From an optimization exercise on the open Yosys and OpenROAD flow, aimed at small area; shortcuts taken in it are not production practice. Function was checked by simulation only, so behaviour that the tests miss may differ from the original. No driver is modelled on the clock port, so clocking that relies on it looks cheaper here than on a real chip. Power figures rest on the tool's default switching activity, not on a simulated workload.

## before
==> flow/design.v (excerpt) <==
module Top_Module(clk,reset,op_WriteBack,imem_addr,imem_rdata,
                  dmem_addr,dmem_wdata,dmem_we,dmem_rdata,wb_we,wb_rd);
    input clk;
    input reset;
    output [31:0] op_WriteBack;
    output [31:0] imem_addr;
    input  [31:0] imem_rdata;
    output [9:0]  dmem_addr;
    output [31:0] dmem_wdata;
    output [3:0]  dmem_we;
    input  [31:0] dmem_rdata;
    output        wb_we;
    output [4:0]  wb_rd;
    reg [31:0] pc;           
    reg [31:0] if_ins;       
    reg [31:0] if_pc;        
    reg [31:0] rs1_q;        
    reg        ph_n, ph_p;   
    reg [31:0] e_d1;         
    reg [31:0] e_s2;         
    reg [31:7] e_ins;        
    reg        e_rw, e_mr, e_mw;             
    reg        e_jmp, e_ld;                  
    reg        e_src, e_immS, e_immJ;        
    reg        e_isig;                       
    reg        e_rri, e_subR;                
    reg [31:0] m_alu, m_d2, m_d1, m_pc;
    reg [4:0]  m_rd;
    reg [2:0]  m_f3;
    reg        m_rw, m_mw, m_ld, m_jmp, m_isig;
    reg [31:0] w_val;
    reg [4:0]  w_rd;
    reg        w_rw;
    wire [31:0] wdat = w_val & {32{~reset}};
    wire [31:0] rv [0:31];
    assign rv[0] = 32'd0;
    genvar gi;
    generate
        for (gi = 1; gi < 32; gi = gi + 1) begin : g_rf
            reg [31:0] r;
            always @(posedge clk)
                if (reset | (w_rw & (w_rd == gi)))
                    r <= wdat;
            assign rv[gi] = r;
        end
    endgenerate
    always @(negedge clk) ph_n <= ~reset & ~ph_n;
    always @(posedge clk) ph_p <= ph_n;
    wire first_half = ph_n ^ ph_p;
    wire [4:0] rs1 = if_ins[19:15];
    wire [4:0] rs2 = if_ins[24:20];
    reg  [31:0] rsum;
    integer j;
    always @(*) begin
        rsum = 32'd0;
        for (j = 1; j < 32; j = j + 1)
            rsum = rsum | (rv[j] & {32{first_half ? (rs1 == j) : (rs2 == j)}});
    end
    wire hit = w_rw & (first_half ? (w_rd == rs1) : (w_rd == rs2));
    wire [31:0] rport = hit ? w_val : rsum;
    always @(posedge clk) rs1_q <= rport;
    wire [31:0] rs2_v = rport;
    wire [6:0] op = if_ins[6:0];
    wire [2:0] f3 = if_ins[14:12];
    wire isR    = (op == 7'b0110011);
    wire isI    = (op == 7'b0010011);
    wire isL    = (op == 7'b0000011);
  ...
For scale: ~4600 cells after synthesis, about 1400 flip-flops, ~180 I/O pins, about 59000 sq um of cells after synthesis.
Settings: LEC_CHECK=0, CAP_MARGIN=20, CORE_MARGIN=2, CORE_UTILIZATION=60, CTS_CLUSTER_DIAMETER=60, CTS_CLUSTER_SIZE=20, SLEW_MARGIN=20; clock period 30.0 ns.
standard.sh (not shown) runs the stock make flow with config.mk's settings and CLKGATE_MAP_FILE= SYNTH_SCRIPT=/design/flow/synth_recipe.tcl, a recipe that flattens the netlist after the stock synthesis.
==> flow/flow/run.sh <==
#!/bin/bash
# Layout flow: the standard ORFS flow (standard.sh, standard synthesis
# unchanged), except that the port buffers are the smallest buffer cell
# (sky130_fd_sc_hd__buf_1) instead of the cell buffer_ports picks itself.
# The full make output, which holds every tool's output, goes to
# standard_flow.log in the folder this runs in; ORFS's per-step logs are
# under orfs/logs/.
set -euo pipefail
bash standard.sh "BUFFER_PORTS_ARGS=-buffer_cell sky130_fd_sc_hd__buf_1" finish > standard_flow.log 2>&1
The following lists how after was set up differently from before:
==> flow/flow/run.sh <==
#!/bin/bash
# Layout flow: the standard ORFS flow (standard.sh, standard synthesis
# unchanged) with two changes:
#  - the port buffers are the smallest buffer cell (sky130_fd_sc_hd__buf_1)
#    instead of the cell buffer_ports picks itself;
#  - CTS keeps the one clock inverter of the falling-edge registers and
#    builds a clock tree for its output (flow/keep_clock_inverter.tcl),
#    instead of copying the inverter once per register.
# The full make output, which holds every tool's output, goes to
# standard_flow.log in the folder this runs in; ORFS's per-step logs are
# under orfs/logs/.
set -euo pipefail
here=$(pwd)
bash standard.sh \
  "BUFFER_PORTS_ARGS=-buffer_cell sky130_fd_sc_hd__buf_1" \
  "PRE_CTS_TCL=$here/flow/keep_clock_inverter.tcl" \
  finish > standard_flow.log 2>&1
==> flow/flow/keep_clock_inverter.tcl (new file) <==
# Sourced by ORFS's cts.tcl as PRE_CTS_TCL, before it calls
# repair_clock_inverters. That step would copy the single clock inverter
# (which feeds the falling-edge registers) next to every one of those
# registers. Instead the inverter is kept, and clock_tree_synthesis builds a
# buffer tree for its output net as it does for clk.
proc repair_clock_inverters {args} {
  puts "repair_clock_inverters: skipped; the clock inverter's net gets its own tree"
}
diff --git a/flow/config.mk b/flow/config.mk
--- a/flow/config.mk
+++ b/flow/config.mk
@@ -12,0 +13 @@
+export SETUP_SLACK_MARGIN = 0.1
Findings:
after ended with every stage complete and zero timing, DRC or antenna violations.
Summary of after over before: internal power lost about 1.3%, clock-pin transition on the worst setup and hold timing paths picked up an extra 0.05 ns, post-CTS resize count picked up an extra 9, non-clock buffer count picked up an extra 47, initial detailed-routing violation count picked up an extra 1.8%.
after and before ended up with nearly the same wire length of the first global-routing pass.
Of after and before, the higher clock skew belongs to after.
Looking at combinational power share, after sits 1.0 points higher than before does.
Higher clock power among after and before: before
after: leakage component of the power is about 6.4% lower than what before reported.
Post-route standard cell area excluding fillers went down slightly going from before to after.

* * *

Top_Module, a different RTL version from the one above (not shown whole).
Size: roughly 3900 cells after synthesis, ~1400 flip-flops, roughly 0.056 sq mm of cells after synthesis.
clock: 30.0 ns
lec_check: 0
cap_margin: 0
core_margin: 2
core_utilization: 70
cts_buf_list: sky130_fd_sc_hd__clkbuf_8
cts_cluster_diameter: 50
cts_cluster_size: 15
setup_slack_margin: 0.1
slew_margin: 0
==> flow/flow/run.sh <==
#!/bin/bash
set -euo pipefail
here=$(pwd)
{
  echo "# synth_recipe.tcl, with Yosys's abc given flow/abc_area.script"
  echo "proc abc {args} {"
  echo "  set i [lsearch -exact \$args -script]"
  echo "  if {\$i >= 0} { lset args [expr {\$i + 1}] {$here/flow/abc_area.script} }"
  echo "  yosys abc {*}\$args"
  echo "}"
  cat synth_recipe.tcl
} > area_synth.tcl
cts_args="-sink_clustering_enable -repair_clock_nets"
cts_args="$cts_args -sink_clustering_size 15 -sink_clustering_max_diameter 50"
cts_args="$cts_args -buf_list sky130_fd_sc_hd__clkbuf_8 -dont_use_dummy_load"
bash standard.sh \
  "SYNTH_SCRIPT=$here/area_synth.tcl" \
  "BUFFER_PORTS_ARGS=-buffer_cell sky130_fd_sc_hd__buf_1" \
  "PRE_CTS_TCL=$here/flow/keep_clock_inverter.tcl" \
  "CTS_ARGS=$cts_args" \
  finish > standard_flow.log 2>&1
==> flow/flow/abc_area.script <==
&get -n
&st
&dch -f
&nf -a -R 1000
&put
==> flow/flow/keep_clock_inverter.tcl <==
# Sourced by ORFS's cts.tcl as PRE_CTS_TCL, before it calls
# repair_clock_inverters. That step would copy the single clock inverter
# (which feeds the falling-edge registers) next to every one of those
# registers. Instead the inverter is kept, and clock_tree_synthesis builds a
# buffer tree for its output net as it does for clk.
proc repair_clock_inverters {args} {
  puts "repair_clock_inverters: skipped; the clock inverter's net gets its own tree"
}
The baseline passed the timing, DRC and antenna checks.
Next try:
Settings changed: CAP_MARGIN 0 to 20, CORE_UTILIZATION 70 to 65, SLEW_MARGIN 0 to 20.
After rerunning: Sequential power is about the same. Synthesized area is unchanged. Total power stays flat. Utilization drops by 5.5 points. Wire length shrinks slightly.
Next try:
Settings changed: CORE_UTILIZATION 65 to 60.
Outcome: The new run completed without violations. Total power is about the same. Combinational power is about the same. Setup slack is worse by 0.0088 ns.
Next try:
==> flow/flow/run.sh (replaced) <==
#!/bin/bash
# Layout flow: the standard ORFS flow (standard.sh) with three changes.
#  - Synthesis is the standard synthesis script (synth_recipe.tcl), run
#    as is, except that Yosys's abc step maps the logic with an area-oriented
#    ABC script (flow/abc_area.script: &dch -f then &nf -a) instead of ORFS's
#    delay-oriented abc_speed.script. abc only maps combinational logic, so
#    the registers (names, count, cell types) are those of the standard
#    synthesis.
#  - The port buffers are the smallest buffer cell (sky130_fd_sc_hd__buf_1)
#    instead of the cell buffer_ports picks itself.
#  - CTS keeps the one clock inverter of the falling-edge registers and
#    builds a clock tree for its output (flow/keep_clock_inverter.tcl),
#    instead of copying the inverter once per register.
# The full make output, which holds every tool's output, goes to
# standard_flow.log in the folder this runs in; ORFS's per-step logs are
# under orfs/logs/.
set -euo pipefail
here=$(pwd)
{
  echo "# synth_recipe.tcl, with Yosys's abc given flow/abc_area.script"
  echo "proc abc {args} {"
  echo "  set i [lsearch -exact \$args -script]"
  echo "  if {\$i >= 0} { lset args [expr {\$i + 1}] {$here/flow/abc_area.script} }"
  echo "  yosys abc {*}\$args"
  echo "}"
  cat synth_recipe.tcl
} > area_synth.tcl
bash standard.sh \
  "SYNTH_SCRIPT=$here/area_synth.tcl" \
  "BUFFER_PORTS_ARGS=-buffer_cell sky130_fd_sc_hd__buf_1" \
  "PRE_CTS_TCL=$here/flow/keep_clock_inverter.tcl" \
  finish > standard_flow.log 2>&1
Worst hold slack improves by 0.0086 ns.
Non-clock buffer count does not change.
Die area stays the same.
Clock-buffer cell count grows by 13.
Clock skew goes up by 0.072 ns.
Power went up by 4.2%.
Global-route usage climbs by 0.18 points.
Final area is higher by 1.4%.
